From an optimization exercise on the open Yosys and OpenROAD flow, aimed at small area; shortcuts taken in it are not production practice. The RTL was checked by simulation tests, not by an equivalence proof against the original design. Power and IR drop assume default switching activity.

$ cat config.mk
export PLATFORM = sky130hd
export DESIGN_NAME = fpga_top
export DESIGN_NICKNAME = fpga_top
export VERILOG_FILES = /design/flow/design.v
export SDC_FILE = /design/flow/constraint.sdc
export NUM_CORES = 4
export LEC_CHECK = 0
export CAP_MARGIN = 20
export CORE_MARGIN = 2
export CORE_UTILIZATION = 40
export SLEW_MARGIN = 20
$ cat constraint.sdc
create_clock -name core_clock -period 6.0 [get_ports {clk}]
set_input_delay 1.2000 -clock core_clock [delete_from_list [all_inputs] [get_ports {clk}]]
set_output_delay 1.2000 -clock core_clock [all_outputs]
set_load 0.01 [all_outputs]
$ cat standard.sh
#!/bin/bash
# synth_recipe.tcl (not shown) runs the flow's synth.tcl, then flattens the netlist and writes it again
# the make line also repeats each setting of config.mk as NAME=value (left out here)
make -C /OpenROAD-flow-scripts/flow DESIGN_CONFIG=/design/flow/config.mk WORK_HOME=/design/flow/orfs CLKGATE_MAP_FILE= SYNTH_SCRIPT=/design/flow/synth_recipe.tcl "${@:-finish}"
$ cat design.v
module beacon_chars(k, j, e, first, nfeed);
  input [6:0] k;
  wire [6:0] k;
  input [4:0] j;
  wire [4:0] j;
  input [17:0] e;
  wire [17:0] e;
  input first;
  wire first;
  output nfeed;
  wire nfeed;
  wire _000_;
  wire _001_;
  wire _002_;
  wire _003_;
  wire _004_;
  wire _005_;
  wire _006_;
  wire _007_;
  wire _008_;
  wire _009_;
  wire _010_;
  wire _011_;
  wire _012_;
  wire _013_;
  wire _014_;
  wire _015_;
  wire _016_;
  wire _017_;
  wire _018_;
  wire _019_;
  wire _020_;
  wire _021_;
  wire _022_;
  wire _023_;
  wire _024_;
  wire _025_;
  wire _026_;
  wire _027_;
  wire _028_;
  wire _029_;
  wire _030_;
  wire _031_;
  wire _032_;
  wire _033_;
  wire _034_;
  wire _035_;
  wire _036_;
  wire _037_;
  wire _038_;
  wire _039_;
  wire _040_;
  wire _041_;
  wire _042_;
  wire _043_;
  wire _044_;
  wire _045_;
  wire _046_;
  wire _047_;
  wire _048_;
  wire _049_;
  wire _050_;
  wire _051_;
  wire _052_;
  wire _053_;
  wire _054_;
  wire _055_;
  wire _056_;
  wire _057_;
  wire _058_;
  wire _059_;
  wire _060_;
  wire _061_;
  wire _062_;
  wire _063_;
  wire _064_;
  wire _065_;
  wire _066_;
  wire _067_;
  wire _068_;
  wire _069_;
  wire _070_;
  wire _071_;
  wire _072_;
  wire _073_;
  wire _074_;
  wire _075_;
  wire _076_;
  wire _077_;
  wire _078_;
  wire _079_;
  wire _080_;
  wire _081_;
  wire _082_;
  wire _083_;
  wire _084_;
  wire _085_;
  wire _086_;
  wire _087_;
  wire _088_;
  wire _089_;
  wire _090_;
  wire _091_;
  wire _092_;
  wire _093_;
  wire _094_;
  wire _095_;
  wire _096_;
  wire _097_;
  wire _098_;
  wire _099_;
  wire _100_;
  wire _101_;
  wire _102_;
  wire _103_;
  wire _104_;
  wire _105_;
  wire _106_;
  wire _107_;
  wire _108_;
  wire _109_;
  wire _110_;
  wire _111_;
  wire _112_;
  wire _113_;
  wire _114_;
  wire _115_;
  wire _116_;
  wire _117_;
  wire _118_;
  wire _119_;
  wire _120_;
  wire _121_;
  wire _122_;
  wire _123_;
  wire _124_;
  wire _125_;
  wire _126_;
  wire _127_;
  wire _128_;
  wire _129_;
  wire _130_;
  wire _131_;
  wire _132_;
  wire _133_;
  wire _134_;
  wire _135_;
  wire _136_;
  wire _137_;
  wire _138_;
  wire _139_;
  wire _140_;
  wire _141_;
  wire _142_;
  wire _143_;
  wire _144_;
  wire _145_;
  wire _146_;
  wire _147_;
  wire _148_;
  wire _149_;
  wire _150_;
  wire _151_;
  wire _152_;
  wire _153_;
  wire _154_;
  wire _155_;
  wire _156_;
  wire _157_;
  wire _158_;
  wire _159_;
  wire _160_;
  wire _161_;
  wire _162_;
  wire _163_;
  wire _164_;
  wire _165_;
  wire _166_;
  wire _167_;
  wire _168_;
  wire _169_;
  wire _170_;
  wire _171_;
  wire _172_;
  wire _173_;
  wire _174_;
  wire _175_;
  wire _176_;
  wire _177_;
  wire _178_;
  wire _179_;
  wire _180_;
  wire _181_;
  wire _182_;
  wire _183_;
  wire _184_;
  wire _185_;
  wire _186_;
  wire _187_;
  wire _188_;
  wire _189_;
  wire _190_;
  wire _191_;
  wire _192_;
  wire _193_;
  wire _194_;
  wire _195_;
  wire _196_;
  wire _197_;
  wire _198_;
  wire _199_;
  wire _200_;
  wire _201_;
  wire _202_;
  wire _203_;
  wire _204_;
  wire _205_;
  wire _206_;
  wire _207_;
  wire _208_;
  wire _209_;
  wire _210_;
  wire _211_;
  wire _212_;
  wire _213_;
  wire _214_;
  wire _215_;
  wire _216_;
  wire _217_;
  wire _218_;
  wire _219_;
  wire _220_;
  wire _221_;
  wire _222_;
  wire _223_;
  wire _224_;
  wire _225_;
  wire _226_;
  wire _227_;
  wire _228_;
  wire _229_;
  wire _230_;
  wire _231_;
  wire _232_;
  wire _233_;
  wire _234_;
  wire _235_;
  wire _236_;
  wire _237_;
  wire _238_;
  wire _239_;
  wire _240_;
  wire _241_;
  wire _242_;
  wire _243_;
  wire _244_;
  wire _245_;
  wire _246_;
  wire _247_;
  wire _248_;
  wire _249_;
  wire _250_;
  wire _251_;
  wire _252_;
  wire _253_;
  wire _254_;
  wire _255_;
  wire _256_;
  wire _257_;
  wire _258_;
  wire _259_;
  wire _260_;
  wire _261_;
  wire _262_;
  wire _263_;
  wire _264_;
  wire _265_;
  wire _266_;
  wire _267_;
  wire _268_;
  wire _269_;
  wire _270_;
  wire _271_;
  wire _272_;
  wire _273_;
  wire _274_;
  wire _275_;
  wire _276_;
  wire _277_;
  wire _278_;
  wire _279_;
  wire _280_;
  wire _281_;
  wire _282_;
  wire _283_;
  wire _284_;
  wire _285_;
  wire _286_;
  wire _287_;
  wire _288_;
  wire _289_;
  wire _290_;
  wire _291_;
  assign _225_ = 4'h1 >> { k[3], k[4] };
  assign _226_ = 4'h4 >> { _225_, k[2] };
  assign _227_ = 4'h8 >> { k[5], k[6] };
  assign _228_ = 4'h4 >> { _227_, _226_ };
  assign _229_ = 4'h4 >> { k[2], k[4] };
  assign _230_ = 4'h2 >> { k[5], k[1] };
  assign _231_ = 4'h2 >> { _230_, k[3] };
  assign _232_ = 4'h2 >> { _231_, _229_ };
  assign _233_ = 4'h8 >> { k[5], k[2] };
  assign _234_ = 4'h4 >> { k[5], k[2] };
  assign _235_ = 4'h4 >> { _234_, k[4] };
  assign _236_ = 4'h1 >> { _235_, _233_ };
  assign _237_ = 4'h8 >> { k[0], k[1] };
  assign _238_ = 4'h4 >> { _237_, k[3] };
  assign _239_ = 4'h8 >> { k[3], k[4] };
  assign _240_ = 4'h1 >> { _239_, _225_ };
  assign _241_ = 4'h4 >> { _240_, k[0] };
  assign _242_ = 4'h1 >> { k[0], k[1] };
  assign _243_ = 4'h1 >> { _242_, _237_ };
  assign _244_ = 4'h4 >> { _243_, _241_ };
  assign _245_ = 4'h8 >> { _244_, k[3] };
  assign _246_ = 4'h1 >> { _245_, _238_ };
  assign _247_ = 4'h1 >> { _246_, _236_ };
  assign _248_ = 4'h1 >> { _247_, _232_ };
  assign _249_ = 4'h2 >> { k[3], k[4] };
  assign _250_ = 4'h4 >> { _249_, k[2] };
  assign _251_ = 4'h1 >> k[2:1];
  assign _252_ = 4'h4 >> { _251_, k[5] };
  assign _253_ = 4'h8 >> { _252_, k[3] };
  assign _254_ = 4'h1 >> { _253_, k[6] };
  assign _255_ = 4'h8 >> { k[2], k[3] };
  assign _256_ = 4'h2 >> { _255_, k[4] };
  assign _257_ = 4'h1 >> { _256_, _254_ };
  assign _258_ = 4'h1 >> { _257_, _250_ };
  assign _259_ = 4'h8 >> k[5:4];
  assign _260_ = 4'h4 >> { _259_, _242_ };
  assign _261_ = 4'h1 >> { _260_, _258_ };
  assign _262_ = 4'h2 >> { _261_, _248_ };
  assign _263_ = 4'h8 >> k[2:1];
  assign _264_ = 4'h1 >> { _263_, _251_ };
  assign _265_ = 4'h2 >> { _255_, k[0] };
  assign _266_ = 4'h4 >> { _265_, _264_ };
  assign _267_ = 4'h2 >> { k[0], k[1] };
  assign _268_ = 4'h4 >> { _267_, k[5] };
  assign _269_ = 4'h1 >> { _267_, k[3] };
  assign _270_ = 4'h8 >> { k[2], k[0] };
  assign _271_ = 4'h1 >> { _270_, _269_ };
  assign _272_ = 4'h4 >> { _271_, _268_ };
  assign _273_ = 4'h1 >> { _272_, _266_ };
  assign _274_ = 4'h2 >> { _273_, k[6] };
  assign _275_ = 4'h8 >> { _252_, _249_ };
  assign _276_ = 4'h1 >> { _275_, k[6] };
  assign _277_ = 4'h1 >> { _276_, _274_ };
  assign _278_ = 4'h1 >> { _277_, _262_ };
  assign _279_ = 4'h8 >> { e[14], j[0] };
  assign _280_ = 4'h8 >> { _279_, _278_ };
  assign _281_ = 4'h4 >> { k[0], k[1] };
  assign _282_ = 4'h1 >> { _259_, _240_ };
  assign _283_ = 4'h8 >> { _282_, k[4] };
  assign _284_ = 4'h1 >> { _283_, _255_ };
  assign _285_ = 4'h1 >> { _284_, _281_ };
  assign _286_ = 4'h2 >> { _285_, _231_ };
  assign _287_ = 4'h2 >> { _243_, k[5] };
  assign _288_ = 4'h4 >> { _287_, _270_ };
  assign _289_ = 4'h4 >> { _266_, k[5] };
  assign _290_ = 4'h1 >> { _289_, _288_ };
  assign _291_ = 4'h4 >> { _290_, _286_ };
  assign _000_ = 4'h1 >> { _291_, k[4] };
  assign _001_ = 4'h8 >> { _283_, _237_ };
  assign _002_ = 4'h4 >> { _251_, k[3] };
  assign _003_ = 4'h2 >> { _002_, _259_ };
  assign _004_ = 4'h8 >> { _003_, _250_ };
  assign _005_ = 4'h1 >> { _004_, _001_ };
  assign _006_ = 4'h8 >> { _244_, _233_ };
  assign _007_ = 4'h4 >> { _249_, k[1] };
  assign _008_ = 4'h2 >> { k[2], k[0] };
  assign _009_ = 4'h1 >> { _008_, _234_ };
  assign _010_ = 4'h8 >> { _009_, _007_ };
  assign _011_ = 4'h1 >> { _010_, k[6] };
  assign _012_ = 4'h4 >> { _011_, _006_ };
  assign _013_ = 4'h8 >> { _012_, _005_ };
  assign _014_ = 4'h4 >> { _013_, _000_ };
  assign _015_ = 4'h1 >> e[14:13];
  assign _016_ = 4'h8 >> { _267_, k[2] };
  assign _017_ = 4'h8 >> { _008_, k[1] };
  assign _018_ = 4'h4 >> { _017_, k[4] };
  assign _019_ = 4'h1 >> { _018_, _016_ };
  assign _020_ = 4'h2 >> { _019_, k[3] };
  assign _021_ = 4'h1 >> { _242_, _239_ };
  assign _022_ = 4'h2 >> { _270_, k[4] };
  assign _023_ = 4'h1 >> { _022_, _021_ };
  assign _024_ = 4'h4 >> { _226_, k[5] };
  assign _025_ = 4'h4 >> { k[2], k[3] };
  assign _026_ = 4'h4 >> { _025_, _243_ };
  assign _027_ = 4'h1 >> { _026_, _024_ };
  assign _028_ = 4'h4 >> { _027_, _023_ };
  assign _029_ = 4'h4 >> { _028_, _020_ };
  assign _030_ = 4'h2 >> { _029_, k[6] };
  assign _031_ = 4'h2 >> { _030_, _015_ };
  assign _032_ = 4'h4 >> { _031_, _014_ };
  assign _033_ = 4'h1 >> { _032_, _280_ };
  assign _034_ = 4'h1 >> { _033_, _228_ };
  assign _035_ = 4'h2 >> { _249_, _243_ };
  assign _036_ = 4'h1 >> { _251_, _229_ };
  assign _037_ = 4'h4 >> { _036_, _243_ };
  assign _038_ = 4'h1 >> { _037_, _035_ };
  assign _039_ = 4'h8 >> { _038_, _285_ };
  assign _040_ = 4'h2 >> { _240_, k[0] };
  assign _041_ = 4'h1 >> { _249_, k[1] };
  assign _042_ = 4'h1 >> { _041_, _241_ };
  assign _043_ = 4'h4 >> { _042_, _040_ };
  assign _044_ = 4'h8 >> { _043_, k[2] };
  assign _045_ = 4'h8 >> { _284_, _281_ };
  assign _046_ = 4'h1 >> { _045_, _044_ };
  assign _047_ = 4'h4 >> { _046_, _039_ };
  assign _048_ = 4'h1 >> { _047_, k[5] };
  assign _049_ = 4'h8 >> { _017_, _282_ };
  assign _050_ = 4'h4 >> { k[5], k[1] };
  assign _051_ = 4'h8 >> { _050_, _226_ };
  assign _052_ = 4'h1 >> { _051_, _253_ };
  assign _053_ = 4'h1 >> { _052_, k[0] };
  assign _054_ = 4'h1 >> { _053_, _049_ };
  assign _055_ = 4'h4 >> { _054_, _048_ };
  assign _056_ = 4'h2 >> { _055_, k[6] };
  assign _057_ = 4'h4 >> { _267_, k[2] };
  assign _058_ = 4'h1 >> { _057_, _241_ };
  assign _059_ = 4'h2 >> { _058_, _259_ };
  assign _060_ = 4'h8 >> { _050_, _225_ };
  assign _061_ = 4'h1 >> { _237_, k[5] };
  assign _062_ = 4'h8 >> { _061_, _255_ };
  assign _063_ = 4'h1 >> { _062_, _060_ };
  assign _064_ = 4'h4 >> { _063_, _059_ };
  assign _065_ = 4'h8 >> { _064_, _005_ };
  assign _066_ = 4'h4 >> { _065_, k[6] };
  assign _067_ = 4'h4 >> k[2:1];
  assign _068_ = 4'h1 >> { _067_, k[0] };
  assign _069_ = 4'h4 >> { _068_, _043_ };
  assign _070_ = 4'h1 >> { _022_, _240_ };
  assign _071_ = 4'h1 >> { _070_, _234_ };
  assign _072_ = 4'h1 >> { k[2], k[0] };
  assign _073_ = 4'h2 >> { _072_, _264_ };
  assign _074_ = 4'h4 >> { _073_, _071_ };
  assign _075_ = 4'h1 >> { _074_, _275_ };
  assign _076_ = 4'h4 >> { _075_, _069_ };
  assign _077_ = 4'h8 >> { _076_, _066_ };
  assign _078_ = 4'h2 >> { _077_, e[14] };
  assign _079_ = 4'h4 >> { _078_, _056_ };
  assign _080_ = 4'h1 >> { _079_, j[0] };
  assign _081_ = 4'h1 >> { _080_, _034_ };
  assign _082_ = 4'h8 >> { _025_, _281_ };
  assign _083_ = 4'h4 >> { _250_, k[0] };
  assign _084_ = 4'h8 >> { _229_, k[0] };
  assign _085_ = 4'h1 >> { _239_, k[5] };
  assign _086_ = 4'h1 >> { _085_, k[6] };
  assign _087_ = 4'h4 >> { _086_, _084_ };
  assign _088_ = 4'h4 >> { _087_, _083_ };
  assign _089_ = 4'h8 >> { _088_, _248_ };
  assign _090_ = 4'h4 >> { _254_, _225_ };
  assign _091_ = 4'h2 >> { _090_, _085_ };
  assign _092_ = 4'h4 >> { _091_, _274_ };
  assign _093_ = 4'h1 >> { _092_, _089_ };
  assign _094_ = 4'h4 >> { _267_, _229_ };
  assign _095_ = 4'h4 >> { _094_, _093_ };
  assign _096_ = 4'h8 >> { _001_, k[2] };
  assign _097_ = 4'h4 >> { _251_, _241_ };
  assign _098_ = 4'h2 >> { _097_, k[6] };
  assign _099_ = 4'h4 >> { _098_, _096_ };
  assign _100_ = 4'h4 >> { _099_, _095_ };
  assign _101_ = 4'h8 >> { _266_, k[3] };
  assign _102_ = 4'h1 >> { k[5], k[6] };
  assign _103_ = 4'h1 >> { k[1], k[4] };
  assign _104_ = 4'h8 >> { k[1], k[4] };
  assign _105_ = 4'h1 >> { _104_, _103_ };
  assign _106_ = 4'h4 >> { _105_, _264_ };
  assign _107_ = 4'h2 >> { _106_, _102_ };
  assign _108_ = 4'h1 >> { _016_, _238_ };
  assign _109_ = 4'h8 >> { _108_, _107_ };
  assign _110_ = 4'h4 >> { _109_, _101_ };
  assign _111_ = 4'h1 >> { _110_, _100_ };
  assign _112_ = 4'h1 >> { _111_, _082_ };
  assign _113_ = 4'h8 >> { _237_, _225_ };
  assign _114_ = 4'h8 >> { _267_, k[3] };
  assign _115_ = 4'h1 >> { _281_, _251_ };
  assign _116_ = 4'h4 >> { _115_, _007_ };
  assign _117_ = 4'h4 >> { _116_, _114_ };
  assign _118_ = 4'h4 >> { _117_, _106_ };
  assign _119_ = 4'h2 >> { _118_, k[5] };
  assign _120_ = 4'h1 >> { _119_, _113_ };
  assign _121_ = 4'h4 >> { _120_, _112_ };
  assign _122_ = 4'h4 >> { _015_, j[0] };
  assign _123_ = 4'h4 >> { _122_, _051_ };
  assign _124_ = 4'h4 >> { _123_, _121_ };
  assign _125_ = 4'h2 >> { _072_, _022_ };
  assign _126_ = 4'h2 >> { _125_, _021_ };
  assign _127_ = 4'h1 >> { _126_, _066_ };
  assign _128_ = 4'h8 >> { _127_, e[13] };
  assign _129_ = 4'h4 >> { _128_, _093_ };
  assign _130_ = 4'h1 >> { _129_, _124_ };
  assign _131_ = 4'h2 >> { _130_, _081_ };
  assign _132_ = 4'h4 >> { _130_, _081_ };
  assign _133_ = 4'h1 >> { _132_, j[1] };
  assign _134_ = 4'h4 >> { _133_, _131_ };
  assign _135_ = 4'h4 >> { _038_, _030_ };
  assign _136_ = 4'h8 >> { _049_, k[4] };
  assign _137_ = 4'h8 >> { _233_, k[3] };
  assign _138_ = 4'h4 >> { _137_, _105_ };
  assign _139_ = 4'h8 >> { _138_, k[0] };
  assign _140_ = 4'h1 >> { _139_, k[6] };
  assign _141_ = 4'h4 >> { _140_, _136_ };
  assign _142_ = 4'h1 >> { _141_, _135_ };
  assign _143_ = 4'h8 >> { _232_, k[3] };
  assign _144_ = 4'h1 >> { _275_, _235_ };
  assign _145_ = 4'h4 >> { _144_, _143_ };
  assign _146_ = 4'h2 >> { _145_, _014_ };
  assign _147_ = 4'h1 >> { _146_, _142_ };
  assign _148_ = 4'h8 >> { _015_, j[0] };
  assign _149_ = 4'h4 >> { _148_, _147_ };
  assign _150_ = 4'h1 >> { _126_, _225_ };
  assign _151_ = 4'h8 >> { _150_, _288_ };
  assign _152_ = 4'h1 >> { _097_, k[5] };
  assign _153_ = 4'h4 >> { _234_, _225_ };
  assign _154_ = 4'h1 >> { _153_, _287_ };
  assign _155_ = 4'h4 >> { _154_, _152_ };
  assign _156_ = 4'h2 >> { _155_, _284_ };
  assign _157_ = 4'h4 >> { _156_, _151_ };
  assign _158_ = 4'h8 >> { _065_, k[6] };
  assign _159_ = 4'h1 >> { _138_, _239_ };
  assign _160_ = 4'h8 >> { _102_, _242_ };
  assign _161_ = 4'h1 >> { _160_, _057_ };
  assign _162_ = 4'h4 >> { _161_, _159_ };
  assign _163_ = 4'h1 >> { _162_, _253_ };
  assign _164_ = 4'h4 >> { _163_, _158_ };
  assign _165_ = 4'h4 >> { _164_, _157_ };
  assign _166_ = 4'h1 >> { _038_, _024_ };
  assign _167_ = 4'h8 >> { _166_, _158_ };
  assign _168_ = 4'h2 >> { _167_, _122_ };
  assign _169_ = 4'h4 >> { _168_, _165_ };
  assign _170_ = 4'h4 >> { e[14], j[0] };
  assign _171_ = 4'h8 >> { _170_, _093_ };
  assign _172_ = 4'h1 >> { _171_, _169_ };
  assign _173_ = 4'h4 >> { _172_, _149_ };
  assign _174_ = 4'h1 >> { _173_, _228_ };
  assign _175_ = 4'h1 >> { _281_, k[3] };
  assign _176_ = 4'h8 >> { _175_, _107_ };
  assign _177_ = 4'h2 >> { _176_, _279_ };
  assign _178_ = 4'h4 >> { _177_, _127_ };
  assign _179_ = 4'h4 >> { _178_, _278_ };
  assign _180_ = 4'h4 >> { _179_, _093_ };
  assign _181_ = 4'h2 >> { _180_, j[1] };
  assign _182_ = 4'h4 >> { _181_, _174_ };
  assign _183_ = 4'h8 >> e[14:13];
  assign _184_ = 4'h1 >> { _183_, e[15] };
  assign _185_ = 4'h4 >> { _184_, j[2] };
  assign _186_ = 4'h4 >> { _185_, _182_ };
  assign _187_ = 4'h4 >> { _186_, _134_ };
  assign _188_ = 4'h8 >> { e[2], e[4] };
  assign _189_ = 4'h8 >> { e[0], e[3] };
  assign _190_ = 4'h8 >> { _189_, e[1] };
  assign _191_ = 4'h8 >> { _190_, _188_ };
  assign _192_ = 4'h1 >> { _191_, e[5] };
  assign _193_ = 4'h2 >> { _192_, e[6] };
  assign _194_ = 4'h1 >> { _193_, e[7] };
  assign _195_ = 4'h2 >> { _194_, e[8] };
  assign _196_ = 4'h1 >> e[10:9];
  assign _197_ = 4'h4 >> { _196_, _195_ };
  assign _198_ = 4'h8 >> { e[11], e[12] };
  assign _199_ = 4'h4 >> { _198_, _197_ };
  assign _200_ = 4'h2 >> { e[15], e[16] };
  assign _201_ = 4'h4 >> { _200_, first };
  assign _202_ = 4'h8 >> { _201_, _183_ };
  assign _203_ = 4'h4 >> { _202_, _199_ };
  assign _204_ = 4'h2 >> { _203_, e[17] };
  assign _205_ = 4'h8 >> { _024_, _242_ };
  assign _206_ = 4'h1 >> { _003_, j[0] };
  assign _207_ = 4'h4 >> { _206_, _205_ };
  assign _208_ = 4'h8 >> { _207_, _141_ };
  assign _209_ = 4'h1 >> { j[1], e[15] };
  assign _210_ = 4'h8 >> { _209_, _015_ };
  assign _211_ = 4'h4 >> { _210_, _208_ };
  assign _212_ = 4'h1 >> { _184_, j[0] };
  assign _213_ = 4'h2 >> { _122_, j[1] };
  assign _214_ = 4'h2 >> { _213_, j[2] };
  assign _215_ = 4'h4 >> { _214_, _212_ };
  assign _216_ = 4'h4 >> { _215_, _211_ };
  assign _217_ = 4'h8 >> j[1:0];
  assign _218_ = 4'h8 >> { _217_, j[2] };
  assign _219_ = 4'h1 >> { _218_, j[3] };
  assign _220_ = 4'h4 >> { e[16], e[17] };
  assign _221_ = 4'h1 >> { _220_, j[4] };
  assign _222_ = 4'h4 >> { _221_, _219_ };
  assign _223_ = 4'h4 >> { _222_, _216_ };
  assign _224_ = 4'h4 >> { _223_, _204_ };
  assign nfeed = 4'h4 >> { _224_, _187_ };
endmodule
module beacon_engine (
    input  clk,
    input  rst_n,
    output nfeed,      
    output reg ld,     
    output reg hold,   
    output reg en      
);
reg  [8:0] w;               
reg  [4:0] j;               
reg  [12:0] lo;
reg  [4:0] hi;
reg        cy;
reg        first;           
reg        sw;              
reg        adv;             
reg        wrap;            
wire last = (w == 9'd1);
wire tk = ld;               
wire [4:0] ht = hi + {4'd0, cy};
wire [17:0] e = {ht, lo};
reg  [17:0] op;
always @(*) begin
  if (sw) op = 18'd390;
  else if (adv) op = wrap ? 18'h2_028D : 18'h3_892E;
  else if (tk) op = 18'h3_692E;
  else op = 18'd0;
end
wire [13:0] c;
wire [12:0] lo_n;
assign c[0] = 1'b0;
genvar i;
generate for (i = 0; i < 13; i = i + 1) begin : g_add
  assign lo_n[i] = lo[i] ^ op[i] ^ c[i];
  assign c[i+1] = (lo[i] & op[i]) | (c[i] & (lo[i] ^ op[i]));
end endgenerate
always @(posedge clk or negedge rst_n)
  if (!rst_n) begin
    w <= 9'd151; j <= 5'd25; lo <= 13'h0B3D; hi <= 5'h1B; cy <= 1'b0;
    first <= 1'b1; en <= 1'b0; sw <= 1'b0; adv <= 1'b0; wrap <= 1'b0;
    ld <= 1'b0; hold <= 1'b1;
  end else begin
    if (tk) begin
      w <= (j == 5'd25) ? 9'd379 : 9'd433;
      j <= (j == 5'd25) ? 5'd7 : j + 5'd1;
    end else
      w <= w - 9'd1;
    lo <= lo_n;
    hi <= hi + op[17:13] + {4'd0, cy};
    cy <= c[13];
    if (w == 9'd100) sw <= 1'b1;
    else if (last) sw <= 1'b0;
    adv <= last & (j == 5'd16);
    wrap <= ~ht[4] & ((ht[3] & ht[2]) | ((ht[3:0] == 4'd11) & (lo >= 13'h51B)));
    if (adv && wrap) first <= 1'b0;
    if (tk) en <= 1'b1;
    ld <= last;
    hold <= ~last;
  end
beacon_chars u_chars (.k(w[6:0]), .j(j), .e(e), .first(first), .nfeed(nfeed));
endmodule
module fpga_top (
output tx_R19,
output tx_T11,
output tx_T10,
output tx_T12,
output tx_U12,
output tx_U13,
output tx_V13,
output tx_V12,
output tx_W13,
output tx_T14,
output tx_T15,
output tx_P14,
output tx_R14,
output tx_Y16,
output tx_Y17,
output tx_W14,
output tx_Y14,
output tx_T16,
output tx_U17,
output tx_V15,
output tx_W15,
output tx_U14,
output tx_U15,
output tx_U18,
output tx_U19,
output tx_P19,
output tx_N20,
output tx_P20,
output tx_T20,
output tx_U20,
output tx_V20,
output tx_W20,
output tx_Y18,
output tx_Y19,
output tx_V16,
output tx_W16,
output tx_R16,
output tx_R17,
output tx_T17,
output tx_R18,
output tx_V17,
output tx_V18,
output tx_W18,
output tx_W19,
output tx_N17,
output tx_P18,
output tx_P15,
output tx_P16,
output tx_T19,
output tx_G14,
output tx_C20,
output tx_B20,
output tx_B19,
output tx_A20,
output tx_E17,
output tx_D18,
output tx_D19,
output tx_D20,
output tx_E18,
output tx_E19,
output tx_F16,
output tx_F17,
output tx_M19,
output tx_M20,
output tx_M17,
output tx_M18,
output tx_L19,
output tx_L20,
output tx_K19,
output tx_J19,
output tx_L16,
output tx_L17,
output tx_K17,
output tx_K18,
output tx_H16,
output tx_H17,
output tx_J18,
output tx_H18,
output tx_F19,
output tx_F20,
output tx_G17,
output tx_G18,
output tx_J20,
output tx_H20,
output tx_G19,
output tx_G20,
output tx_H15,
output tx_G15,
output tx_K14,
output tx_J14,
output tx_N15,
output tx_N16,
output tx_L14,
output tx_L15,
output tx_M14,
output tx_M15,
output tx_K16,
output tx_J16,
output tx_J15,
input clk,
input rst_n );
wire nfeed, ld, hold, en;
beacon_engine u_eng (.clk(clk), .rst_n(rst_n), .nfeed(nfeed), .ld(ld), .hold(hold), .en(en));
reg [99:1] sh;
reg [99:1] p;
always @(posedge clk) sh <= {sh[98:1], nfeed};
always @(posedge clk) p <= (sh & {99{ld}}) | (p & {99{hold}});
assign tx_R19 = ~(p[1] & en);
assign tx_T11 = ~(p[2] & en);
assign tx_T10 = ~(p[3] & en);
assign tx_T12 = ~(p[4] & en);
assign tx_U12 = ~(p[5] & en);
assign tx_U13 = ~(p[6] & en);
assign tx_V13 = ~(p[7] & en);
assign tx_V12 = ~(p[8] & en);
assign tx_W13 = ~(p[9] & en);
assign tx_T14 = ~(p[10] & en);
assign tx_T15 = ~(p[11] & en);
assign tx_P14 = ~(p[12] & en);
assign tx_R14 = ~(p[13] & en);
assign tx_Y16 = ~(p[14] & en);
assign tx_Y17 = ~(p[15] & en);
assign tx_W14 = ~(p[16] & en);
assign tx_Y14 = ~(p[17] & en);
assign tx_T16 = ~(p[18] & en);
assign tx_U17 = ~(p[19] & en);
assign tx_V15 = ~(p[20] & en);
assign tx_W15 = ~(p[21] & en);
assign tx_U14 = ~(p[22] & en);
assign tx_U15 = ~(p[23] & en);
assign tx_U18 = ~(p[24] & en);
assign tx_U19 = ~(p[25] & en);
assign tx_P19 = ~(p[26] & en);
assign tx_N20 = ~(p[27] & en);
assign tx_P20 = ~(p[28] & en);
assign tx_T20 = ~(p[29] & en);
assign tx_U20 = ~(p[30] & en);
assign tx_V20 = ~(p[31] & en);
assign tx_W20 = ~(p[32] & en);
assign tx_Y18 = ~(p[33] & en);
assign tx_Y19 = ~(p[34] & en);
assign tx_V16 = ~(p[35] & en);
assign tx_W16 = ~(p[36] & en);
assign tx_R16 = ~(p[37] & en);
assign tx_R17 = ~(p[38] & en);
assign tx_T17 = ~(p[39] & en);
assign tx_R18 = ~(p[40] & en);
assign tx_V17 = ~(p[41] & en);
assign tx_V18 = ~(p[42] & en);
assign tx_W18 = ~(p[43] & en);
assign tx_W19 = ~(p[44] & en);
assign tx_N17 = ~(p[45] & en);
assign tx_P18 = ~(p[46] & en);
assign tx_P15 = ~(p[47] & en);
assign tx_P16 = ~(p[48] & en);
assign tx_T19 = ~(p[49] & en);
assign tx_G14 = ~(p[50] & en);
assign tx_C20 = ~(p[51] & en);
assign tx_B20 = ~(p[52] & en);
assign tx_B19 = ~(p[53] & en);
assign tx_A20 = ~(p[54] & en);
assign tx_E17 = ~(p[55] & en);
assign tx_D18 = ~(p[56] & en);
assign tx_D19 = ~(p[57] & en);
assign tx_D20 = ~(p[58] & en);
assign tx_E18 = ~(p[59] & en);
assign tx_E19 = ~(p[60] & en);
assign tx_F16 = ~(p[61] & en);
assign tx_F17 = ~(p[62] & en);
assign tx_M19 = ~(p[63] & en);
assign tx_M20 = ~(p[64] & en);
assign tx_M17 = ~(p[65] & en);
assign tx_M18 = ~(p[66] & en);
assign tx_L19 = ~(p[67] & en);
assign tx_L20 = ~(p[68] & en);
assign tx_K19 = ~(p[69] & en);
assign tx_J19 = ~(p[70] & en);
assign tx_L16 = ~(p[71] & en);
assign tx_L17 = ~(p[72] & en);
assign tx_K17 = ~(p[73] & en);
assign tx_K18 = ~(p[74] & en);
assign tx_H16 = ~(p[75] & en);
assign tx_H17 = ~(p[76] & en);
assign tx_J18 = ~(p[77] & en);
assign tx_H18 = ~(p[78] & en);
assign tx_F19 = ~(p[79] & en);
assign tx_F20 = ~(p[80] & en);
assign tx_G17 = ~(p[81] & en);
assign tx_G18 = ~(p[82] & en);
assign tx_J20 = ~(p[83] & en);
assign tx_H20 = ~(p[84] & en);
assign tx_G19 = ~(p[85] & en);
assign tx_G20 = ~(p[86] & en);
assign tx_H15 = ~(p[87] & en);
assign tx_G15 = ~(p[88] & en);
assign tx_K14 = ~(p[89] & en);
assign tx_J14 = ~(p[90] & en);
assign tx_N15 = ~(p[91] & en);
assign tx_N16 = ~(p[92] & en);
assign tx_L14 = ~(p[93] & en);
assign tx_L15 = ~(p[94] & en);
assign tx_M14 = ~(p[95] & en);
assign tx_M15 = ~(p[96] & en);
assign tx_K16 = ~(p[97] & en);
assign tx_J16 = ~(p[98] & en);
assign tx_J15 = ~(p[99] & en);
endmodule
$ cat flow/run.sh
#!/bin/bash
# Standard ORFS layout with small port buffers and a small clock tree.
set -o pipefail
bash standard.sh \
  ABC_AREA=1 CORE_UTILIZATION=72 PLACE_DENSITY=0.82 \
  BUFFER_PORTS_ARGS="-buffer_cell sky130_fd_sc_hd__buf_1" \
  CTS_ARGS="-sink_clustering_enable -repair_clock_nets -dont_use_dummy_load -sink_clustering_size 10 -sink_clustering_max_diameter 40 -buf_list {sky130_fd_sc_hd__clkbuf_4}" \
  finish > flow.log 2>&1
==> results of run 1 <==
[how the worst max path moves through the flow]
stage,from,end,slack [ns]
finish,u_eng.sw,u_eng.lo[12],1.03
global route,u_eng.ld,u_eng.lo[12],0.77
detailed placement,u_eng.ld,u_eng.lo[12],1.09
CTS,u_eng.ld,u_eng.lo[12],1.03
floorplan,u_eng.ld,u_eng.lo[12],1.40
global placement,u_eng.ld,u_eng.lo[12],1.38
[area by class of cell]
type,instances,area share
inverter,70,0.0285
sequential,238,0.542
clock buffer,29,0.0236
tap,143,0.0194
multi-input combinational,529,0.342
antenna,2,0.000543
timing repair buffer,103,0.0437
[cell families after synthesis]
family | Yosys count | share of synthesized area
and+or+nand+nor | 332 | 0.161
AOI/OAI and AO/OA | 156 | 0.140
xor gates and xnor gates | 8 | 0.00814
DFF | 238 | 0.580
adders and majority gates | 33 | 0.0567
buffers and inverters | 114 | 0.0541
[cell usage after synthesis, types with 2 or more instances]
master / instances
dfxtp_1: 198
or2_2: 2
nand4_1: 5
buf_2: 3
nand2_1: 209
clkbuf_1: 33
nor4_1: 2
o21ai_1: 2
fa_1: 10
buf_1: 2
a22oi_1: 2
nand3b_1: 2
a21oi_2: 3
inv_2: 2
a21oi_1: 13
dfstp_2: 22
a22o_1: 99
nor2_1: 51
xnor2_1: 3
buf_6: 3
nand3_1: 38
nor3_1: 11
inv_1: 67
nor3_2: 2
o21ai_0: 22
o2111ai_1: 2
a31oi_1: 3
nand3_2: 2
buf_4: 3
o211ai_1: 5
nand2_2: 2
a21boi_0: 2
dfrtp_1: 18
ha_1: 23
xor2_1: 5
[flip-flops by register name, indices dropped and copies added (netlist names), 5 cells and up]
| signal | flops |
|---|---|
| p | 99 |
| sh | 99 |
| u_eng.hi | 5 |
| u_eng.j | 5 |
| u_eng.lo | 13 |
| u_eng.w | 9 |
[worst max-delay path, stage by stage, from the launching register on]
cell and delay (ns):
dfrtp_1 0.47, nor3_1 0.37, nor2_1 0.17, fa_1 0.45, inv_1 0.09, fa_1 0.20
fa_1 0.19, inv_1 0.07, ha_1 0.21, inv_1 0.10, fa_1 0.20, inv_1 0.05
ha_1 0.18, inv_1 0.08, fa_1 0.18, inv_1 0.05, fa_1 0.41, fa_1 0.40
ha_1 0.24, fa_1 0.44, ha_1 0.31
[per-layer routing]
metal  GRT usage  routed length [um]  vias up
li1            -                   -     3109
met1       0.447                8910     3209
met2       0.591               10800      359
met3      0.0648                1740       51
met4      0.0992                 494        0
met5           0                   0        -
[power by group]
part           internal (W)  switching [W]   total [W]
clock network      0.000222       0.000461    0.000683
registers           0.00158              0     0.00158
logic           0.000000214     0.00000477  0.00000498
[cells in the final DEF, fill, tap and decap left out, types with 5 or more instances in the layout]
master / instances
a22o_1: 99
nor2_1: 51
nand2_1: 209
nand3_1: 38
dfxtp_1: 198
ha_1: 23
inv_1: 67
nand4_1: 5
o211ai_1: 5
clkbuf_4: 29
xor2_1: 5
o21ai_0: 22
dfstp_2: 22
fa_1: 10
dfrtp_1: 16
a21oi_1: 13
nor3_1: 11
buf_1: 99
[stage by stage]
stage                     std cells  hold slack, ns  setup WS, ns  cell area, um2   util
after floorplan                 881           0.332          1.40            8610      -
after global placement         1083           0.333          1.38            8990  0.777
after detailed placement       1083           0.339          1.09            8990  0.777
after CTS                      1112           0.346          1.03            9210  0.796
after global routing           1114           0.347         0.775            9210  0.797
final                          1114           0.330          1.03            9210  0.797
==> reports/results.ini, run 1 <==
[status]
status = finished clean

[grt]
grt_pass1_vias = 6761
grt-ovfl-total = 0
antenna_found_initial = 1
globalRouteTotalUtil = 0.344
grt_max_degree = 112
grt_pass1_wl_um = 35200

[route]
dr.pass1.iters = 5
drtIter0Drc = 887
wl_um = 21900
viasPerCell = 6.04
routedWlPerCell_um = 19.7
via_count = 6728
final_antenna_net_count = 0
drcViolationCount = 0

[sta]
setup_tns_ns = 0
clock_skew_ns = 0.0923
min_period_over_period = 0.828
max_slew_margin = 0.287
period_minus_slack_ns = 4.97
finalSetupViolCount = 0
finalMaxSlewViolations = 0
rsz0062_at_grt = false
timing.fmax_ghz = 0.201
worstMarginPinSlew_ns = 1.07
hold_viol = 0

[floorplan]
core-area_um2 = 11600
design.portCount = 101
fp.dieW_um = 113
start_util = 0.744
dieArea_um2 = 12800
rows = 39
die_h_um = 113

[cts]
cts_setup_buffers = 0
cts_resized = 0
htree_levels = 1
clockBufferDepth = 3
cts_made_buffers = 29
cts_tree = built
clk_pin_slew_ns = 0.11
clock_sinks = 238
insertion_delay_ns = 0.64
cts-hold-fix-buffers = 0
cts-root-buf = clkbuf_4

[setup_path]
end_kind = register
start_kind = register
path_class = reg -> reg
r2r-end = u_eng.lo[12]
regToRegStartpoint = u_eng.sw
r2r_cells = 20
reg2reg_setup_slack_ns = 1.03
path_max_fanout = 7
critical_path_required_ns = 6.52
crit_arrival_ns = 5.49

[yosys]
synth-edff-count = 0
yosysTopAreaCellShare = 0.461
async_flop_share = 0.168
yosysSeqAreaShare = 0.580
ys_top_cells_by_area = dfxtp_1, a22o_1, nand2_1, dfstp_2, dfrtp_1
ys_seq_elements = 238
synth_top_area_cell = dfxtp_1
yosys_most_used_dff = dfxtp_1
synth_nets = 916
syn_area_per_cell_um2 = 9.77
yosys_warnings = 2
synthCells = 881
synth.distinct_cells = 45
synth_area_um2 = 8610

[flow_run]
maxCapViolCount = 0

[final_layout]
drive_gt1_frac = 0.0733
regArea_um2 = 5000
multi_input_area_um2 = 3150
syn_to_final_growth_pct = 7.05
fillers = 662
nets = 1006

[placed_design]
gp_congestion = 1.01
dp_hpwl_um = 14100
io_buffers = 100

[power_and_ir_drop]
p_total_w = 0.00227
p_leak_nw = 3.94
peakVddDrop_uv = 302
power.density_nw_per_um2 = 247

[min_path]
hp-class = reg -> reg
whs_path_depth = 0
min-delay-start = sh[5]
min_to = sh[6]

==> run 2: changes to the inputs <==
--- a/design.v
+++ b/design.v
@@ -612,8 +612,6 @@
 reg        sw;              
 reg        adv;             
 reg        wrap;            
-wire last = (w == 9'd1);
-wire tk = ld;               
 wire [4:0] ht = hi + {4'd0, cy};
 wire [17:0] e = {ht, lo};
 reg  [17:0] op;
@@ -631,6 +629,8 @@
   assign lo_n[i] = lo[i] ^ op[i] ^ c[i];
   assign c[i+1] = (lo[i] & op[i]) | (c[i] & (lo[i] ^ op[i]));
 end endgenerate
+wire last = (w == 9'd1);
+wire tk = ld;               
 always @(posedge clk or negedge rst_n)
   if (!rst_n) begin
     w <= 9'd151; j <= 5'd25; lo <= 13'h0B3D; hi <= 5'h1B; cy <= 1'b0;
==> flow/run.sh (replaced) <==
#!/bin/bash
# Standard ORFS layout with small port buffers and a small clock tree.
set -o pipefail
bash standard.sh \
  ABC_AREA=1 \
  BUFFER_PORTS_ARGS="-buffer_cell sky130_fd_sc_hd__buf_1" \
  CTS_ARGS="-sink_clustering_enable -repair_clock_nets -dont_use_dummy_load -sink_clustering_size 10 -sink_clustering_max_diameter 40 -buf_list {sky130_fd_sc_hd__clkbuf_4}" \
  finish > flow.log 2>&1
==> run 2 against run 1 <==
Effect of this change: still clean on timing, DRC and antenna; clock power rose by 2%; sequential share of layout area fell by 1.0 points; die area rose by 77%; via count fell by 7.5%; sequential cell count did not move; count of clock-buffer cells in the layout rose by 1; first-iteration DRC count fell by 48%; largest power group unchanged.
==> reports/results.ini, run 2 <==
[power_and_ir_drop]
p_total_w = 0.00228  ; was 0.00227 W
peakVddDrop_uv = 134  ; was 302 uV
power.density_nw_per_um2 = 243  ; was 247 nW/um2
p_leak_nw = 3.95  ; was 3.94 nW

[yosys]
yosys_most_used_dff = dfxtp_1  ; unchanged
synth_top_area_cell = dfxtp_1  ; unchanged
yosys_warnings = 2  ; unchanged
syn_area_per_cell_um2 = 9.77  ; unchanged
ys_top_cells_by_area = dfxtp_1, a22o_1, nand2_1, dfstp_2, dfrtp_1  ; unchanged
yosysSeqAreaShare = 0.580  ; unchanged
synth-edff-count = 0  ; unchanged
synth_nets = 916  ; unchanged
synth_area_um2 = 8610  ; unchanged
yosysMostFrequentCell = nand2_1  ; unchanged
ys_seq_elements = 238  ; unchanged
async_flop_share = 0.168  ; unchanged
synthCells = 881  ; unchanged
synthTopCellsByCount = nand2_1, dfxtp_1, a22o_1  ; unchanged
synth.distinct_cells = 45  ; unchanged
yosysTopAreaCellShare = 0.461  ; unchanged

[cts]
insertion_delay_ns = 0.61  ; was 0.64 ns
clockBufferDepth = 3  ; unchanged
cts_setup_buffers = 0  ; unchanged
clk_pin_slew_ns = 0.10  ; was 0.11 ns
cts-hold-fix-buffers = 0  ; unchanged
clock_sinks = 238  ; unchanged
cts_made_buffers = 30  ; was 29
cts_tree = built  ; unchanged
cts-root-buf = clkbuf_4  ; unchanged
cts_resized = 0  ; unchanged
htree_levels = 1  ; unchanged

[route]
via_count = 6221  ; was 6,728
wl_um = 18500  ; was 21,900 um
drtIter0Drc = 464  ; was 887
drcViolationCount = 0  ; unchanged
viasPerCell = 5.00  ; was 6.04
dr.pass1.iters = 5  ; unchanged
final_antenna_net_count = 0  ; unchanged
routedWlPerCell_um = 14.9  ; was 19.7 um

[floorplan]
fp.dieW_um = 151  ; was 113 um
rows = 53  ; was 39
die_h_um = 151  ; was 113 um
dieArea_um2 = 22700  ; was 12,800 um2
design.portCount = 101  ; unchanged
start_util = 0.408  ; was 0.744
core-area_um2 = 21100  ; was 11,600 um2

[setup_path]
regToRegStartpoint = u_eng.ld  ; was u_eng.sw
path_max_fanout = 4  ; was 7
r2r-end = u_eng.lo[12]  ; unchanged
critical_path_required_ns = 6.51  ; was 6.52 ns
path_common_cell = fa_1  ; unchanged
path_class = reg -> reg  ; unchanged
reg2reg_setup_slack_ns = 1.31  ; was 1.03 ns
crit_arrival_ns = 5.20  ; was 5.49 ns
critPathBufInv = 6  ; unchanged
start_kind = register  ; unchanged
crit_family = adder cells  ; unchanged
crit_start = u_eng.ld  ; was u_eng.sw
cp_cell_sequence = nor3_1 -> nor2_1 -> fa_1 -> inv_1 -> fa_1 -> fa_1 -> inv_1 -> ha_1 -> inv_1 -> fa_1 -> inv_1 -> ha_1 -> inv_1 -> fa_1 -> inv_1 -> fa_1 -> fa_1 -> ha_1 -> fa_1 -> ha_1  ; unchanged
cp_slowest_cell = dfrtp_4  ; was dfrtp_1
end_kind = register  ; unchanged
max_stage_delay_ns = 0.49  ; was 0.47 ns
r2r_cells = 20  ; unchanged

[sta]
finalMaxSlewViolations = 0  ; unchanged
rsz0062_at_grt = false  ; unchanged
timing.fmax_ghz = 0.213  ; was 0.201 GHz
hold_viol = 0  ; unchanged
finalSetupViolCount = 0  ; unchanged
worstMarginPinSlew_ns = 1.02  ; was 1.07 ns
setup_tns_ns = 0  ; unchanged
max_slew_margin = 0.319  ; was 0.287
clock_skew_ns = 0.0594  ; was 0.0923 ns
setup_slack_ns = 1.31  ; was 1.03 ns
period_minus_slack_ns = 4.69  ; was 4.97 ns
min_period_over_period = 0.782  ; was 0.828

[status]
status = finished clean  ; unchanged

[final_layout]
layout_commonest_cell = nand2_1  ; unchanged
fillers = 2102  ; was 662
mostFrequentLayoutCells = nand2_1, dfxtp_1, a22o_1, buf_1, inv_1  ; unchanged
drive_gt1_frac = 0.0733  ; unchanged
nets = 1006  ; unchanged
reg_top3 = p (99), sh (99), u_eng.lo (13)  ; unchanged
syn_to_final_growth_pct = 9.20  ; was 7.05%

[grt]
globalRouteTotalUtil = 0.160  ; was 0.344
antenna_found_initial = 1  ; unchanged
grt_pass1_wl_um = 29500  ; was 35,200 um
grt_max_degree = 101  ; was 112
grt-ovfl-total = 0  ; unchanged
grt_pass1_vias = 5694  ; was 6,761

[placed_design]
dp_hpwl_um = 12100  ; was 14,100 um
gp_congestion = 0.958  ; was 1.01
io_buffers = 100  ; unchanged
place_ws_ns = 1.20  ; was 1.09 ns

[min_path]
min_to = sh[22]  ; was sh[6]
hp-class = reg -> reg  ; unchanged
whs_path_depth = 0  ; unchanged
min-delay-start = sh[21]  ; was sh[5]

[flow_run]
maxCapViolCount = 0  ; unchanged

[run 2: cell counts after synthesis]
No cell type changed its count.
[run 2: layout make-up]
type	count	area, um2	area share
Inverter	70	263	0.0280
Sequential cell	238	5000	0.532
Clock buffer	30	225	0.0240
Timing Repair Buffer	102	412	0.0438
Antenna cell	1	2.50	0.000266
Multi-Input combinational cell	529	3150	0.335
Tap cell	275	344	0.0366
[run 2: logic make-up (layout without fill, tap and decap cells)]
| family | after synthesis | in the layout | share of synthesized area |
|---|---|---|---|
| compound gates | 156 | 156 | 0.140 |
| xor+xnor | 8 | 8 | 0.00814 |
| fa+ha+maj | 33 | 33 | 0.0567 |
| buf+inv | 114 | 202 | 0.0541 |
| flops | 238 | 238 | 0.580 |
| other cells | 0 | 1 | 0 |
| simple gates | 332 | 332 | 0.161 |
[run 2: metal layers]
metal | routed length (um) | up-vias | GRT usage
met3 | 1100 | 26 | 0.0300
met2 | 7810 | 200 | 0.231
met1 | 9330 | 2882 | 0.244
met5 | 0 | - | 0
li1 | - | 3113 | -
met4 | 289 | 0 | 0.0407
[run 2: worst max path at each step]
stage / to / cells after the start
2_1_floorplan: u_eng.lo[12] / 21
3_3_place_gp: u_eng.lo[12] / 20
3_5_place_dp: u_eng.lo[12] / 20
4_1_cts: u_eng.lo[12] / 20
5_1_grt: u_eng.lo[12] / 20
6_report: u_eng.lo[12] / 20
[run 2: per-stage QoR]
stage | area [um2] | std cells | hold WS [ns] | utilization
floorplan | 8610 | 881 | 0.332 | -
global placement | 9140 | 1213 | 0.334 | 0.434
detailed placement | 9170 | 1214 | 0.338 | 0.435
CTS | 9400 | 1244 | 0.325 | 0.446
global route | 9400 | 1245 | 0.312 | 0.446
finish | 9400 | 1245 | 0.320 | 0.446
[run 2: report_power, final]
part           leakage [nW]  switching, W  internal (W)   total [W]
clock                 0.138      0.000465      0.000229    0.000695
combinational          1.76    0.00000502   0.000000235  0.00000526
sequential             2.05             0       0.00158     0.00158
==> run 3: changes to the inputs <==
--- a/design.v
+++ b/design.v
@@ -612,6 +612,8 @@
 reg        sw;              
 reg        adv;             
 reg        wrap;            
+wire last = (w == 9'd1);
+wire tk = ld;               
 wire [4:0] ht = hi + {4'd0, cy};
 wire [17:0] e = {ht, lo};
 reg  [17:0] op;
@@ -629,8 +631,6 @@
   assign lo_n[i] = lo[i] ^ op[i] ^ c[i];
   assign c[i+1] = (lo[i] & op[i]) | (c[i] & (lo[i] ^ op[i]));
 end endgenerate
-wire last = (w == 9'd1);
-wire tk = ld;               
 always @(posedge clk or negedge rst_n)
   if (!rst_n) begin
     w <= 9'd151; j <= 5'd25; lo <= 13'h0B3D; hi <= 5'h1B; cy <= 1'b0;
==> flow/run.sh (replaced) <==
#!/bin/bash
# Standard ORFS layout with small port buffers and a small clock tree.
set -o pipefail
bash standard.sh \
  ABC_AREA=1 CORE_UTILIZATION=80 PLACE_DENSITY=0.88 \
  BUFFER_PORTS_ARGS="-buffer_cell sky130_fd_sc_hd__buf_1" \
  CTS_ARGS="-sink_clustering_enable -repair_clock_nets -dont_use_dummy_load -sink_clustering_size 10 -sink_clustering_max_diameter 40 -buf_list {sky130_fd_sc_hd__clkbuf_4}" \
  finish > flow.log 2>&1
==> run 3 against run 2 <==
Effect of this change: clock skew grew 0.015 ns; critical endpoint unchanged; largest cell class unchanged; first-iteration DRC count increased by 59%; critical path type unchanged; critical path depth unchanged; count of clock-buffer cells in the layout fell by 1; worst hold slack improved by 0.0033 ns; global-route usage rose by 21 points.
==> reports/results.ini, run 3 <==
[status]
status = finished clean  ; unchanged

[floorplan]
rows = 37  ; was 53
design.portCount = 101  ; unchanged
start_util = 0.830  ; was 0.408
dieArea_um2 = 11600  ; was 22,700 um2
core-area_um2 = 10400  ; was 21,100 um2
die_h_um = 108  ; was 151 um
fp.dieW_um = 108  ; was 151 um

[sta]
hold_viol = 0  ; unchanged
finalSetupViolCount = 0  ; unchanged
max_slew_margin = 0.283  ; was 0.319
worstMarginPinSlew_ns = 1.08  ; was 1.02 ns
setup_tns_ns = 0  ; unchanged
finalMaxSlewViolations = 0  ; unchanged
rsz0062_at_grt = false  ; unchanged
period_minus_slack_ns = 4.97  ; was 4.69 ns
min_period_over_period = 0.828  ; was 0.782
timing.fmax_ghz = 0.201  ; was 0.213 GHz
holdWs_ns = 0.323  ; was 0.320 ns
clock_skew_ns = 0.0741  ; was 0.0594 ns

[power_and_ir_drop]
p_leak_nw = 3.94  ; was 3.95 nW
internal-power_w = 0.00181  ; about the same
power.density_nw_per_um2 = 248  ; was 243 nW/um2
peakVddDrop_uv = 196  ; was 134 uV
clkPwrFrac = 0.304  ; about the same
switching_share = 0.209  ; was 0.206
p_comb_frac = 0.002  ; about the same
seq_power_share = 0.694  ; about the same
net-switching-power_w = 0.000477  ; was 0.000471 W

[final_layout]
drive_gt1_frac = 0.0733  ; unchanged
n_antenna_cell = 0  ; was 1
layout_commonest_cell = nand2_1  ; unchanged
postLayoutCoreUtil = 0.887  ; was 0.446
reg_top3 = p (99), sh (99), u_eng.lo (13)  ; unchanged
syn_to_final_growth_pct = 6.89  ; was 9.20%
nets = 1006  ; unchanged
mostFrequentLayoutCells = nand2_1, dfxtp_1, a22o_1, buf_1, inv_1  ; unchanged

[yosys]
syn_area_per_cell_um2 = 9.77  ; unchanged
synth_top_area_cell = dfxtp_1  ; unchanged
synth-edff-count = 0  ; unchanged
synthCells = 881  ; unchanged
async_flop_share = 0.168  ; unchanged
synth.distinct_cells = 45  ; unchanged
synthTopCellsByCount = nand2_1, dfxtp_1, a22o_1  ; unchanged
yosysMostFrequentCell = nand2_1  ; unchanged
ys_top_cells_by_area = dfxtp_1, a22o_1, nand2_1, dfstp_2, dfrtp_1  ; unchanged
yosys_most_used_dff = dfxtp_1  ; unchanged
yosys_warnings = 2  ; unchanged
yosysSeqAreaShare = 0.580  ; unchanged
ys_seq_elements = 238  ; unchanged
synth_nets = 916  ; unchanged
yosysTopAreaCellShare = 0.461  ; unchanged
synth_area_um2 = 8610  ; unchanged

[route]
via_count = 6873  ; was 6,221
drcViolationCount = 0  ; unchanged
drtIter0Drc = 737  ; was 464
routedWlPerCell_um = 19.5  ; was 14.9 um
dr.pass1.iters = 6  ; was 5
wl_um = 21500  ; was 18,500 um
viasPerCell = 6.22  ; was 5.00
final_antenna_net_count = 0  ; unchanged

[grt]
antenna_found_initial = 0  ; was 1
grt_pass1_wl_um = 33900  ; was 29,500 um
globalRouteMet1Util = 0.472  ; was 0.244
grt_max_degree = 112  ; was 101
met3_usage = 0.0593  ; was 0.0300
grt-ovfl-total = 0  ; unchanged
grt_pass1_vias = 6789  ; was 5,694
grt_busiest_layer = met2  ; was met1
use_met2 = 0.634  ; was 0.231
globalRouteTotalUtil = 0.373  ; was 0.160

[cts]
cts_resized = 0  ; unchanged
htree_levels = 1  ; unchanged
clockBufferDepth = 3  ; unchanged
cts-hold-fix-buffers = 0  ; unchanged
cts_tree = built  ; unchanged
cts-root-buf = clkbuf_4  ; unchanged
clk_pin_slew_ns = 0.11  ; was 0.10 ns
clock_sinks = 238  ; unchanged
cts_made_buffers = 29  ; was 30
insertion_delay_ns = 0.64  ; was 0.61 ns
cts_setup_buffers = 0  ; unchanged

[min_path]
hp-class = reg -> reg  ; unchanged

[placed_design]
dp_hpwl_um = 13900  ; was 12,100 um
gp_congestion = 1.09  ; was 0.958
io_buffers = 100  ; unchanged

[setup_path]
path_class = reg -> reg  ; unchanged
end_kind = register  ; unchanged
path_max_fanout = 2  ; was 4
critical_path_required_ns = 6.53  ; was 6.51 ns
crit_arrival_ns = 5.50  ; was 5.20 ns
start_kind = register  ; unchanged

[flow_run]
maxCapViolCount = 0  ; unchanged

## run 3: final timing paths
path	from	endpoint	slack, ns	cells past startpoint
max	u_eng.ld	u_eng.lo[12]	1.03	20
min	sh[24]	sh[25]	0.32	0
max reg2reg	u_eng.ld	u_eng.lo[12]	1.03	20
min reg2reg	sh[24]	sh[25]	0.32	0
max in group asynchronous	rst_n	u_eng.en	4.66	1
min in group asynchronous	rst_n	u_eng.cy	0.67	1
## run 3: worst max-delay path, cell delays in order (launching register included)
cell     delay [ns]
dfrtp_4        0.50
nor3_1         0.40
nor2_1         0.19
fa_1           0.44
inv_1          0.08
fa_1           0.19
fa_1           0.17
inv_1          0.04
ha_1           0.20
inv_1          0.12
fa_1           0.22
inv_1          0.05
ha_1           0.18
inv_1          0.07
fa_1           0.17
inv_1          0.05
fa_1           0.42
fa_1           0.42
ha_1           0.25
fa_1           0.40
ha_1           0.30
## run 3: final cells by class
| type | count | area [um2] |
|---|---|---|
| fillers | 480 | 1170 |
| inverters | 70 | 263 |
| repair buffers | 103 | 403 |
| clock buffers | 29 | 218 |
| well taps | 136 | 170 |
| flip-flops and latches | 238 | 5000 |
| multi-input cells | 529 | 3150 |
## run 3: kinds of logic after synthesis
group	after synthesis	synth area share
flip-flops	238	0.580
XOR/XNOR	8	0.00814
AND/OR/NAND/NOR	332	0.161
adder cells (fa/ha/maj)	33	0.0567
AO/OA/AOI/OAI	156	0.140
buffers and inverters	114	0.0541
## run 3: power by group through the flow
stage	combinational (W)	clock [W]	sequential [W]
floorplan	0.00000000170	0	0.00162
global placement	0.00000512	0	0.00162
detailed placement	0.00000547	0	0.00162
CTS	0.00000549	0.000695	0.00158
global route	0.00000637	0.000751	0.00158
finish	0.00000518	0.000694	0.00158
## run 3: per-layer routing
layer	part of all wire	wire (um)
met1	0.39	8420
met2	0.50	10700
met3	0.071	1520
met4	0.042	914
met5	0	0
## run 3: stage by stage
step                power, W  instances  setup slack, ns  cell area, um2
global placement     0.00162       1076             1.37            8980
detailed placement   0.00162       1076             1.07            8980
global route         0.00234       1105            0.793            9200
CTS                  0.00228       1105             1.01            9200
floorplan            0.00162        881             1.40            8610
finish               0.00228       1105             1.03            9200
==> run 4: changes to the inputs <==
==> flow/run.sh (replaced) <==
#!/bin/bash
# Standard ORFS layout with small port buffers and a small clock tree.
set -o pipefail
bash standard.sh \
  ABC_AREA=1 CORE_UTILIZATION=65 PLACE_DENSITY=0.75 \
  BUFFER_PORTS_ARGS="-buffer_cell sky130_fd_sc_hd__buf_1" \
  CTS_ARGS="-sink_clustering_enable -repair_clock_nets -dont_use_dummy_load -sink_clustering_size 10 -sink_clustering_max_diameter 40 -buf_list {sky130_fd_sc_hd__clkbuf_4}" \
  finish > flow.log 2>&1
==> run 4 against run 3 <==
Effect of this change: global-route usage fell by 11 points; via count fell by 7.0%; fmax rose by 2.9%; clock skew fell by 0.036 ns; sequential share of layout area fell by 0.18 points; critical endpoint unchanged; largest cell class unchanged; largest power group unchanged.
==> reports/results.ini, run 4 <==
[sta]
hold_viol = 0  ; unchanged
setup_slack_ns = 1.17  ; was 1.03 ns
clock_skew_ns = 0.0383  ; was 0.0741 ns
max_slew_margin = 0.306  ; was 0.283
finalSetupViolCount = 0  ; unchanged
timing.fmax_ghz = 0.207  ; was 0.201 GHz
min_period_over_period = 0.804  ; was 0.828
holdWs_ns = 0.338  ; was 0.323 ns
worstMarginPinSlew_ns = 1.04  ; was 1.08 ns
setup_tns_ns = 0  ; unchanged
period_minus_slack_ns = 4.83  ; was 4.97 ns
finalMaxSlewViolations = 0  ; unchanged
rsz0062_at_grt = false  ; unchanged

[final_layout]
reg_top3 = p (99), sh (99), u_eng.lo (13)  ; unchanged
layout_commonest_cell = nand2_1  ; unchanged
layout.cells.non_filler = 1144  ; was 1,105
design_area_um2 = 9240  ; was 9200 um2
mostFrequentLayoutCells = nand2_1, dfxtp_1, a22o_1, buf_1, inv_1  ; unchanged
nets = 1004  ; was 1,006
drive_gt1_frac = 0.0714  ; was 0.0733
syn_to_final_growth_pct = 7.33  ; was 6.89%

[grt]
grt-ovfl-total = 0  ; unchanged
antenna_found_initial = 1  ; was 0
grt_pass1_wl_um = 30600  ; was 33,900 um
globalRouteTotalUtil = 0.264  ; was 0.373
grt_pass1_vias = 6159  ; was 6,789
grt_max_degree = 102  ; was 112

[placed_design]
io_buffers = 100  ; unchanged
dp.cells = 1115  ; was 1,076
gp_congestion = 0.903  ; was 1.09
dp_hpwl_um = 12600  ; was 13,900 um
place_ws_ns = 1.07  ; about the same
placed_area_um2 = 9020  ; was 8980 um2

[floorplan]
design.portCount = 101  ; unchanged
rows = 42  ; was 37
start_util = 0.658  ; was 0.830
fp.dieW_um = 119  ; was 108 um
dieArea_um2 = 14200  ; was 11,600 um2
die_h_um = 119  ; was 108 um
core-area_um2 = 13100  ; was 10,400 um2

[status]
status = finished clean  ; unchanged

[yosys]
yosys_most_used_dff = dfxtp_1  ; unchanged
synth_area_um2 = 8610  ; unchanged
ys_seq_elements = 238  ; unchanged
synth_nets = 916  ; unchanged
yosysTopAreaCellShare = 0.461  ; unchanged
yosysMostFrequentCell = nand2_1  ; unchanged
async_flop_share = 0.168  ; unchanged
synth_top_area_cell = dfxtp_1  ; unchanged
yosys_warnings = 2  ; unchanged
yosysSeqAreaShare = 0.580  ; unchanged
synth-edff-count = 0  ; unchanged
syn_area_per_cell_um2 = 9.77  ; unchanged
ys_top_cells_by_area = dfxtp_1, a22o_1, nand2_1, dfstp_2, dfrtp_1  ; unchanged
synth.distinct_cells = 45  ; unchanged
synthCells = 881  ; unchanged
synthTopCellsByCount = nand2_1, dfxtp_1, a22o_1  ; unchanged

[route]
routedWlPerCell_um = 16.3  ; was 19.5 um
via_count = 6392  ; was 6,873
viasPerCell = 5.59  ; was 6.22
wl_um = 18600  ; was 21,500 um
drcViolationCount = 0  ; unchanged
drtIter0Drc = 494  ; was 737
final_antenna_net_count = 0  ; unchanged
dr.pass1.iters = 5  ; was 6

[setup_path]
path_class = reg -> reg  ; unchanged
crit_arrival_ns = 5.34  ; was 5.50 ns
r2r_cells = 20  ; unchanged
critical_path_required_ns = 6.52  ; was 6.53 ns
cp_slowest_cell = dfrtp_4  ; unchanged
path_max_fanout = 12  ; was 2
max_stage_delay_ns = 0.55  ; was 0.50 ns
critPathBufInv = 6  ; unchanged
end_kind = register  ; unchanged
r2r-end = u_eng.lo[12]  ; unchanged
regToRegStartpoint = u_eng.ld  ; unchanged
path_common_cell = fa_1  ; unchanged
cp_cell_sequence = nor3_1 -> nor2_1 -> fa_1 -> inv_1 -> fa_1 -> fa_1 -> inv_1 -> ha_1 -> inv_1 -> fa_1 -> inv_1 -> ha_1 -> inv_1 -> fa_1 -> inv_1 -> fa_1 -> fa_1 -> ha_1 -> fa_1 -> ha_1  ; unchanged
start_kind = register  ; unchanged
reg2reg_setup_slack_ns = 1.17  ; was 1.03 ns
crit_family = adder cells  ; unchanged

[cts]
clock_sinks = 238  ; unchanged
clk_pin_slew_ns = 0.10  ; was 0.11 ns
cts_tree = built  ; unchanged
cts_made_buffers = 28  ; was 29
cts-hold-fix-buffers = 0  ; unchanged
cts-root-buf = clkbuf_4  ; unchanged
cts_resized = 0  ; unchanged
cts_setup_buffers = 0  ; unchanged
clockBufferDepth = 3  ; unchanged
htree_levels = 1  ; unchanged
insertion_delay_ns = 0.63  ; was 0.64 ns

[power_and_ir_drop]
net-switching-power_w = 0.000453  ; was 0.000477 W
peakVddDrop_uv = 173  ; was 196 uV
power.density_nw_per_um2 = 244  ; was 248 nW/um2
seq_power_share = 0.703  ; was 0.694
switching_share = 0.201  ; was 0.209
p_comb_frac = 0.002  ; about the same
clkPwrFrac = 0.294  ; was 0.304
internal-power_w = 0.00180  ; was 0.00181 W
p_leak_nw = 3.93  ; was 3.94 nW

[min_path]
min-delay-start = sh[97]  ; was sh[24]
hp-class = reg -> reg  ; unchanged
whs_path_depth = 0  ; unchanged
min_to = sh[98]  ; was sh[25]

[flow_run]
maxCapViolCount = 0  ; unchanged

run 4: cell counts after synthesis:
Identical to the previous run, type by type.
run 4: power by group through the flow:
stage	sequential [W]	clock [W]	combinational [W]
2_1_floorplan	0.00162	0	0.00000000170
3_3_place_gp	0.00162	0	0.00000528
3_5_place_dp	0.00162	0	0.00000550
4_1_cts	0.00158	0.000686	0.00000552
5_1_grt	0.00158	0.000755	0.00000638
6_report	0.00158	0.000663	0.00000504
run 4: cell families after synthesis:
| family | synth area share |
|---|---|
| and+or+nand+nor | 0.161 |
| DFF | 0.580 |
| AOI/OAI and AO/OA | 0.140 |
| buffers and inverters | 0.0541 |
| adders and majority gates | 0.0567 |
| xor gates and xnor gates | 0.00814 |
run 4: how the worst max path moves through the flow:
| stage | from | endpoint | slack (ns) | depth (start not counted) |
|---|---|---|---|---|
| final | u_eng.ld | u_eng.lo[12] | 1.17 | 20 |
| after global routing | u_eng.ld | u_eng.lo[12] | 0.82 | 20 |
| after global placement | u_eng.ld | u_eng.lo[12] | 1.23 | 20 |
| after CTS | u_eng.ld | u_eng.lo[12] | 1.08 | 20 |
| after detailed placement | u_eng.ld | u_eng.lo[12] | 1.07 | 20 |
| after floorplan | u_eng.ld | u_eng.lo[12] | 1.40 | 21 |
run 4: layout make-up:
cell class / count / area [um2]
Fill cell: 1017 / 3850
Antenna cell: 1 / 2.50
Tap cell: 176 / 220
Multi-Input combinational cell: 529 / 3150
Timing Repair Buffer: 102 / 392
Clock buffer: 28 / 210
Sequential cell: 238 / 5000
Inverter: 70 / 263
run 4: routing by layer:
| layer | routed length (um) | global-route usage | up-vias |
|---|---|---|---|
| met5 | 0 | 0 | - |
| met4 | 265 | 0.0603 | 0 |
| met3 | 1470 | 0.0584 | 27 |
| met2 | 8460 | 0.407 | 238 |
| met1 | 8420 | 0.383 | 3014 |
| li1 | - | - | 3113 |
run 4: per-stage QoR:
step           total power (W)  utilization
3_3_place_gp           0.00162        0.690
6_report               0.00225        0.706
2_1_floorplan          0.00162            -
3_5_place_dp           0.00162        0.690
4_1_cts                0.00228        0.706
5_1_grt                0.00235        0.706

==> afterwards: timing with drivers on the ports <==
No port has a modelled driver above. Below, the same layouts with a new extraction and two added sets of constraints.
Step 1 sets driving cells, clkbuf_16 on the clock port and buf_2 on the other inputs (assumed; they add their load-dependent delay and slew).
Step 2 also shifts input and output timing later by t, the mid clock arrival at the registers, as if the neighbouring blocks saw the same clock.
Slacks: ideal / step 1 / step 2; pairs: ideal / step 1.
run	t (ns)	slack for setup (ns)	worst hold slack (ns)	worst setup path after step 2	worst data-port slew with drivers (ns)
run 1	0.634	1.033 / 1.033 / 1.033	0.330 / 0.330 / 0.330	register to register	0.03
run 2	0.627	1.309 / 1.309 / 1.309	0.320 / 0.320 / 0.320	register to register	0.03
run 3	0.640	1.035 / 1.035 / 1.035	0.323 / 0.323 / 0.323	register to register	0.03
run 4	0.647	1.174 / 1.174 / 1.174	0.338 / 0.338 / 0.338	register to register	0.02
After both steps every run listed still meets setup and hold.
